Source: an optimization exercise on an open RTL-to-GDS flow (aim: small area). Production flows keep margins and buffers that such runs may drop. No functional check of the RTL was part of this run.

## config.mk

```make
export PLATFORM = sky130hd
export DESIGN_NAME = swerv_mul
export DESIGN_NICKNAME = swerv_mul
export VERILOG_FILES = /design/flow/design.v
export SDC_FILE = /design/flow/constraint.sdc
export NUM_CORES = 4
export LEC_CHECK = 0
export CAP_MARGIN = 20
export CORE_MARGIN = 2
export CORE_UTILIZATION = 40
export SLEW_MARGIN = 20
```

## constraint.sdc

```tcl
create_clock -name core_clock -period 8.0 [get_ports {clk}]
set_input_delay 1.6000 -clock core_clock [delete_from_list [all_inputs] [get_ports {clk}]]
set_output_delay 1.6000 -clock core_clock [all_outputs]
set_load 0.01 [all_outputs]
```

## design.v

```verilog
module rvdff #( parameter WIDTH=1 )
   ( 
     input logic [WIDTH-1:0] din,
     input logic    	   clk,
     input logic	           rst_l,
     output logic [WIDTH-1:0] dout
     );
   always_ff @(posedge clk or negedge rst_l) begin
      if (rst_l == 0)
	dout[WIDTH-1:0] <= 0;
      else
	dout[WIDTH-1:0] <= din[WIDTH-1:0];
   end
endmodule 
module rvdffs #( parameter WIDTH=1 )
   ( 
     input logic [WIDTH-1:0] din,
     input logic             en,
     input logic    	   clk,
     input logic	           rst_l,
     output logic [WIDTH-1:0] dout
     );
   rvdff #(WIDTH) dffs (.din((en) ? din[WIDTH-1:0] : dout[WIDTH-1:0]), .*);
endmodule 
module rvdffe #( parameter WIDTH=1 )
   ( 
     input  logic [WIDTH-1:0] din,
     input  logic 	    en,
     input  logic 	    clk, 
     input  logic 	    rst_l,
     input  logic             scan_mode,
     output logic [WIDTH-1:0] dout
     );
   rvdffs #(WIDTH) dff (.din(din), .en(en), .clk(clk), .rst_l(rst_l), .dout(dout));
endmodule  
module rvtwoscomp #( parameter WIDTH=32 )
   ( 
     input logic [WIDTH-1:0] din,
     output logic [WIDTH-1:0] dout
     );
   logic [WIDTH-1:1] 	      dout_temp;    
   genvar 		      i;
   for ( i = 1; i < WIDTH; i++ )  begin : flip_after_first_one
      assign dout_temp[i] = (|din[i-1:0]) ? ~din[i] : din[i];
   end : flip_after_first_one
   assign dout[WIDTH-1:0]  = { dout_temp[WIDTH-1:1], din[0] };
endmodule   
module exu_mul_ctl
  (
   input logic         clk,               
   input logic         active_clk,        
   input logic         clk_override,      
   input logic         rst_l,             
   input logic         scan_mode,         
   input logic [31:0]  a,                 
   input logic [31:0]  b,                 
   input logic [31:0]  lsu_result_dc3,    
   input logic         freeze,            
   input logic         mp_valid,                    
   input logic         mp_rs1_sign,                 
   input logic         mp_rs2_sign,                 
   input logic         mp_low,                      
   input logic         mp_load_mul_rs1_bypass_e1,   
   input logic         mp_load_mul_rs2_bypass_e1,   
   output logic [31:0] out                
   );
   logic                valid_e1, valid_e2;
   logic                mul_c1_e1_clken,   mul_c1_e2_clken,   mul_c1_e3_clken;
   logic                exu_mul_c1_e1_clk, exu_mul_c1_e2_clk, exu_mul_c1_e3_clk;
   logic        [31:0]  a_ff_e1, a_e1;
   logic        [31:0]  b_ff_e1, b_e1;
   logic                load_mul_rs1_bypass_e1, load_mul_rs2_bypass_e1;
   logic                rs1_sign_e1, rs1_neg_e1;
   logic                rs2_sign_e1, rs2_neg_e1;
   logic signed [32:0]  a_ff_e2, b_ff_e2;
   logic        [63:0]  prod_e3;
   logic                low_e1, low_e2, low_e3;
   assign mul_c1_e1_clken        = (mp_valid | clk_override) & ~freeze;
   assign mul_c1_e2_clken        = (valid_e1 | clk_override) & ~freeze;
   assign mul_c1_e3_clken        = (valid_e2 | clk_override) & ~freeze;
   rvdffs #(1)  valid_e1_ff      (.*, .din(mp_valid),                  .dout(valid_e1),               .clk(active_clk),        .en(~freeze));
   rvdffs #(1)  rs1_sign_e1_ff   (.*, .din(mp_rs1_sign),               .dout(rs1_sign_e1),            .clk(active_clk),        .en(mul_c1_e1_clken));
   rvdffs #(1)  rs2_sign_e1_ff   (.*, .din(mp_rs2_sign),               .dout(rs2_sign_e1),            .clk(active_clk),        .en(mul_c1_e1_clken));
   rvdffs #(1)  low_e1_ff        (.*, .din(mp_low),                    .dout(low_e1),                 .clk(active_clk),        .en(mul_c1_e1_clken));
   rvdffs #(1)  ld_rs1_byp_e1_ff (.*, .din(mp_load_mul_rs1_bypass_e1), .dout(load_mul_rs1_bypass_e1), .clk(active_clk),        .en(mul_c1_e1_clken));
   rvdffs #(1)  ld_rs2_byp_e1_ff (.*, .din(mp_load_mul_rs2_bypass_e1), .dout(load_mul_rs2_bypass_e1), .clk(active_clk),        .en(mul_c1_e1_clken));
   rvdffs #(32) a_e1_ff          (.*, .din(a[31:0]),                   .dout(a_ff_e1[31:0]),          .clk(active_clk),        .en(mul_c1_e1_clken));
   rvdffs #(32) b_e1_ff          (.*, .din(b[31:0]),                   .dout(b_ff_e1[31:0]),          .clk(active_clk),        .en(mul_c1_e1_clken));
   assign a_e1[31:0]             = (load_mul_rs1_bypass_e1)  ?  lsu_result_dc3[31:0]  :  a_ff_e1[31:0];
   assign b_e1[31:0]             = (load_mul_rs2_bypass_e1)  ?  lsu_result_dc3[31:0]  :  b_ff_e1[31:0];
   assign rs1_neg_e1             =  rs1_sign_e1 & a_e1[31];
   assign rs2_neg_e1             =  rs2_sign_e1 & b_e1[31];
   rvdffs #(1)  valid_e2_ff      (.*, .din(valid_e1),                  .dout(valid_e2),               .clk(active_clk),        .en(~freeze));
   rvdffs #(1)  low_e2_ff        (.*, .din(low_e1),                    .dout(low_e2),                 .clk(active_clk),        .en(mul_c1_e2_clken));
   rvdffs #(33) a_e2_ff          (.*, .din({rs1_neg_e1, a_e1[31:0]}),  .dout(a_ff_e2[32:0]),          .clk(active_clk),        .en(mul_c1_e2_clken));
   rvdffs #(33) b_e2_ff          (.*, .din({rs2_neg_e1, b_e1[31:0]}),  .dout(b_ff_e2[32:0]),          .clk(active_clk),        .en(mul_c1_e2_clken));
   logic signed [65:0]  prod_e2;
   assign prod_e2[65:0]          =  a_ff_e2  *  b_ff_e2;
   rvdffs #(1)  low_e3_ff        (.*, .din(low_e2),                    .dout(low_e3),                 .clk(active_clk),        .en(mul_c1_e3_clken));
   rvdffs #(64) prod_e3_ff       (.*, .din(prod_e2[63:0]),             .dout(prod_e3[63:0]),          .clk(active_clk),        .en(mul_c1_e3_clken));
   assign out[31:0]            = low_e3  ?  prod_e3[31:0]  :  prod_e3[63:32];
endmodule  
module swerv_mul
  (
   input  logic        clk,
   input  logic        rst_l,        
   input  logic        valid,        
   input  logic        rs1_sign,     
   input  logic        rs2_sign,     
   input  logic        low,          
   input  logic [31:0] a,
   input  logic [31:0] b,
   input  logic        freeze,       
   output logic [31:0] out
   );
   exu_mul_ctl mul_e1 (
      .clk                       (clk),
      .active_clk                (clk),
      .clk_override              (1'b0),
      .rst_l                     (rst_l),
      .scan_mode                 (1'b0),
      .a                         (a),
      .b                         (b),
      .lsu_result_dc3            (32'd0),
      .freeze                    (freeze),
      .mp_valid                  (valid),
      .mp_rs1_sign               (rs1_sign),
      .mp_rs2_sign               (rs2_sign),
      .mp_low                    (low),
      .mp_load_mul_rs1_bypass_e1 (1'b0),
      .mp_load_mul_rs2_bypass_e1 (1'b0),
      .out                       (out));
endmodule
```

## run.sh

```bash
#!/bin/bash
# synth_recipe.tcl (not shown) runs the flow's synth.tcl, then flattens the netlist and writes it again
# the make line also repeats each setting of config.mk as NAME=value (left out here)
make -C /OpenROAD-flow-scripts/flow DESIGN_CONFIG=/design/flow/config.mk WORK_HOME=/design/flow/orfs CLKGATE_MAP_FILE= SYNTH_SCRIPT=/design/flow/synth_recipe.tcl finish
```

==> impl_metrics.ini <==
[outcome]
outcome = complete, no violations

[die]
die_h_um = 342
ios = 103
rows = 123
die_area_um2 = 117000
chipWidth_um = 342
initial_core_util_pct = 40.5
core_um2 = 113000

[run]
drv_cap = 0

[timing]
maxSlewViolCount = 0
rsz0062_at_grt = yes
setup_viol = 0
timing.final.crit_share_pct = 96.7
worst_pin_slew_ns = 1.08
layout_min_cycle_time_ns = 7.74
tns_ns = 0
skew_ns = 0.0320
fmax_ghz = 0.129
slew_headroom_pct = 27.8
hold_viol = 0

[clocking]
clock_path_buffers = 3
cts_tree = built
root_buffer = clkbuf_16
hold_buffers = 0
numCtsBuffers = 24
worstSkewPairLatency_ns = 0.59
htree_levels = 1
cts_sinks = 201
clk_pin_slew_worst_paths_ns = 0.07

[grt]
grt_max_degree = 152
antenna_found_initial = 2
overflow = 0
grt_pass1_vias = 34643
grt_pass1_wl_um = 198000
grt_usage_pct = 22.1

[logic_synthesis]
synth_area_um2 = 45600
synth.avg_cell_area_um2 = 9.83
synthTopCellsByCount = 1125 x fa_1, 1079 x inv_1, 624 x nand2_1, 555 x and2_1, 232 x clkbuf_1
synthFlopType = dfrtp_1
ys_seq_area_share_pct = 11.0
synth_edf_count = 0
synth_top_cell_by_area = fa_1
synth_nets = 6049
async_flop_share_pct = 100
syn_inst = 4641
synth_most_common_cell = fa_1
synth_top_area_share_pct = 49.3
synth.distinct_cells = 60
yosysWarnings = 4
ys_top_cells_by_area = fa_1 49%, dfrtp_1 11%, inv_1 8.9%
synth_seq_cells = 201

[setup_path]
cp_data_required_time_ns = 8.52
path_class = flip-flop to flip-flop
path_max_fanout = 25
ff2ff_setup_slack_ns = 0.26
slowest_stage = fa_1
cp.arrival_ns = 8.25
cp-start-kind = flip-flop
cpMostUsedCell = fa_1
max_stage_delay_ns = 0.53
critical_path.endpoint_type = flip-flop

[layout]
syn_to_final_growth_pct = 11.2
final_core_util_pct = 45.0
diodes = 0
fin_area_um2 = 50800
instances_no_fill = 6247
drive_above_1_share_pct = 10.0
nets = 6137

[route]
via_per_inst = 4.97
routedWlPerCell_um = 19.7
dr_total_vias = 31059
ant_nets = 0
drcViolationCount = 0
drtIter0Drc = 1804
finalWirelength_um = 123000
first_pass_iters = 7

[placement]
dpl-instance-area_um2 = 49600
place_hpwl_um = 102000
routabilityCongestion = 0.895
port_buffers = 102
dpl.cell_count = 6190

[hold_path]
hold_class = flip-flop to flip-flop
[placed cells by master (no fill, tap or decap), types with 8 or more instances in the layout]
| cell type | n |
|---|---|
| xor2_1 | 21 |
| buf_12 | 46 |
| dfrtp_1 | 189 |
| clkdlybuf4s50_1 | 101 |
| nand2_1 | 622 |
| dfrtp_2 | 11 |
| o21bai_1 | 13 |
| a21oi_2 | 8 |
| xnor2_1 | 54 |
| o21ai_0 | 82 |
| fa_1 | 1120 |
| a21o_1 | 24 |
| ha_1 | 209 |
| and2_1 | 555 |
| a211oi_1 | 8 |
| mux2_2 | 165 |
| clkbuf_16 | 24 |
| inv_1 | 1078 |
| nor2_1 | 45 |
| buf_4 | 155 |
| a21oi_1 | 59 |
| nand3_1 | 13 |
| nand2b_1 | 10 |
[per-stage QoR]
stage	setup slack [ns]	hold slack, ns
after floorplan	0.517	0.433
after global placement	0.110	0.447
after detailed placement	0.0332	0.460
after CTS	0.0181	0.475
after global routing	-0.0280	0.497
final	0.264	0.474
[worst paths after layout]
check / end / cells after the start / from
max in group asynchronous: mul_e1.a_e2_ff.dffs.dout[10]$_DFFE_PN0P_ / 2 / rst_l
min in group asynchronous: mul_e1.b_e2_ff.dffs.dout[28]$_DFFE_PN0P_ / 1 / rst_l
setup / recovery: mul_e1.prod_e3_ff.dffs.dout[60]$_DFFE_PN0P_ / 29 / mul_e1.a_e2_ff.dffs.dout[20]$_DFFE_PN0P_
setup reg to reg: mul_e1.prod_e3_ff.dffs.dout[60]$_DFFE_PN0P_ / 29 / mul_e1.a_e2_ff.dffs.dout[20]$_DFFE_PN0P_
hold / removal: mul_e1.prod_e3_ff.dffs.dout[58]$_DFFE_PN0P_ / 2 / mul_e1.prod_e3_ff.dffs.dout[58]$_DFFE_PN0P_
hold reg to reg: mul_e1.prod_e3_ff.dffs.dout[58]$_DFFE_PN0P_ / 2 / mul_e1.prod_e3_ff.dffs.dout[58]$_DFFE_PN0P_
[worst max-delay path: cells and delay by family (launching register included)]
kind / cells / cell delay [ns]
fa+ha+maj: 9 / 4.28
buf+inv: 8 / 0.70
compound gates: 5 / 1.05
flops: 1 / 0.42
simple gates: 7 / 1.15
[sequential cells by signal, summed over array words and instances (netlist names)]
name,count
mul_e1.low_e3_ff.dffs.dout,1
mul_e1.low_e2_ff.dffs.dout,1
mul_e1.a_e1_ff.dffs.dout,32
mul_e1.low_e1_ff.dffs.dout,1
mul_e1.valid_e2_ff.dffs.dout,1
mul_e1.rs2_sign_e1_ff.dffs.dout,1
mul_e1.valid_e1_ff.dffs.dout,1
mul_e1.b_e2_ff.dffs.dout,33
mul_e1.b_e1_ff.dffs.dout,32
mul_e1.rs1_sign_e1_ff.dffs.dout,1
mul_e1.prod_e3_ff.dffs.dout,64
mul_e1.a_e2_ff.dffs.dout,33
[cells by family after synthesis]
family | synth area share [%]
DFF | 11.0
xor gates and xnor gates | 1.48
muxes | 4.07
AOI/OAI and AO/OA | 3.37
adders and majority gates | 55.2
buffers and inverters | 10.9
and+or+nand+nor | 14.0
[metal layers]
metal  track usage [%]  up-vias  routed length, um
met5                 0        -                  0
met4              8.21        0               5530
met3              2.73      204               6200
met2              38.0      771              61600
met1              28.7    16480              49600
li1                  -    13604                  -
[what timing repair did]
item | CTS | global route
pin swaps | 0 | 13
resized for setup | 2 | 59
setup endpoints to repair | 2 | 23
setup buffers | 0 | 12
[area by class of cell]
class	instances	area, um2
flip-flops and latches	201	5050
multi-input cells	3117	35800
fillers	10641	62000
repair buffers	306	3140
well taps	1500	1880
clock buffers	31	657
inverters	1079	4050
clock inverters	13	149

separate check: timing with driven ports:
Ports are ideal in the flow. The routed layout listed here was re-timed in OpenROAD. Step 1 (the two cells are an assumption about what drives the block):
set clk [get_ports {clk}]
set_driving_cell -lib_cell sky130_fd_sc_hd__clkbuf_16 $clk
set_driving_cell -lib_cell sky130_fd_sc_hd__buf_2 [delete_from_list [all_inputs] $clk]
Step 2 moves the port delays by t, midway between the first and last clock arrival at a register: inputs arrive t later, outputs are due t later. That takes back most of the time a late clock gives input paths. Three values: ideal, step 1, step 2; two values: the first two.
shift t [ns]: 0.632
setup WS [ns]: 0.264 / 0.264 / 0.264
latest minus earliest clock arrival (ns): 0.033 / 0.032
pins driven straight from the clock port: 1
After both steps this run still meets setup and hold. The setup slack of this run moves by 0.000 ns with the drivers and by 0.000 ns with both steps.
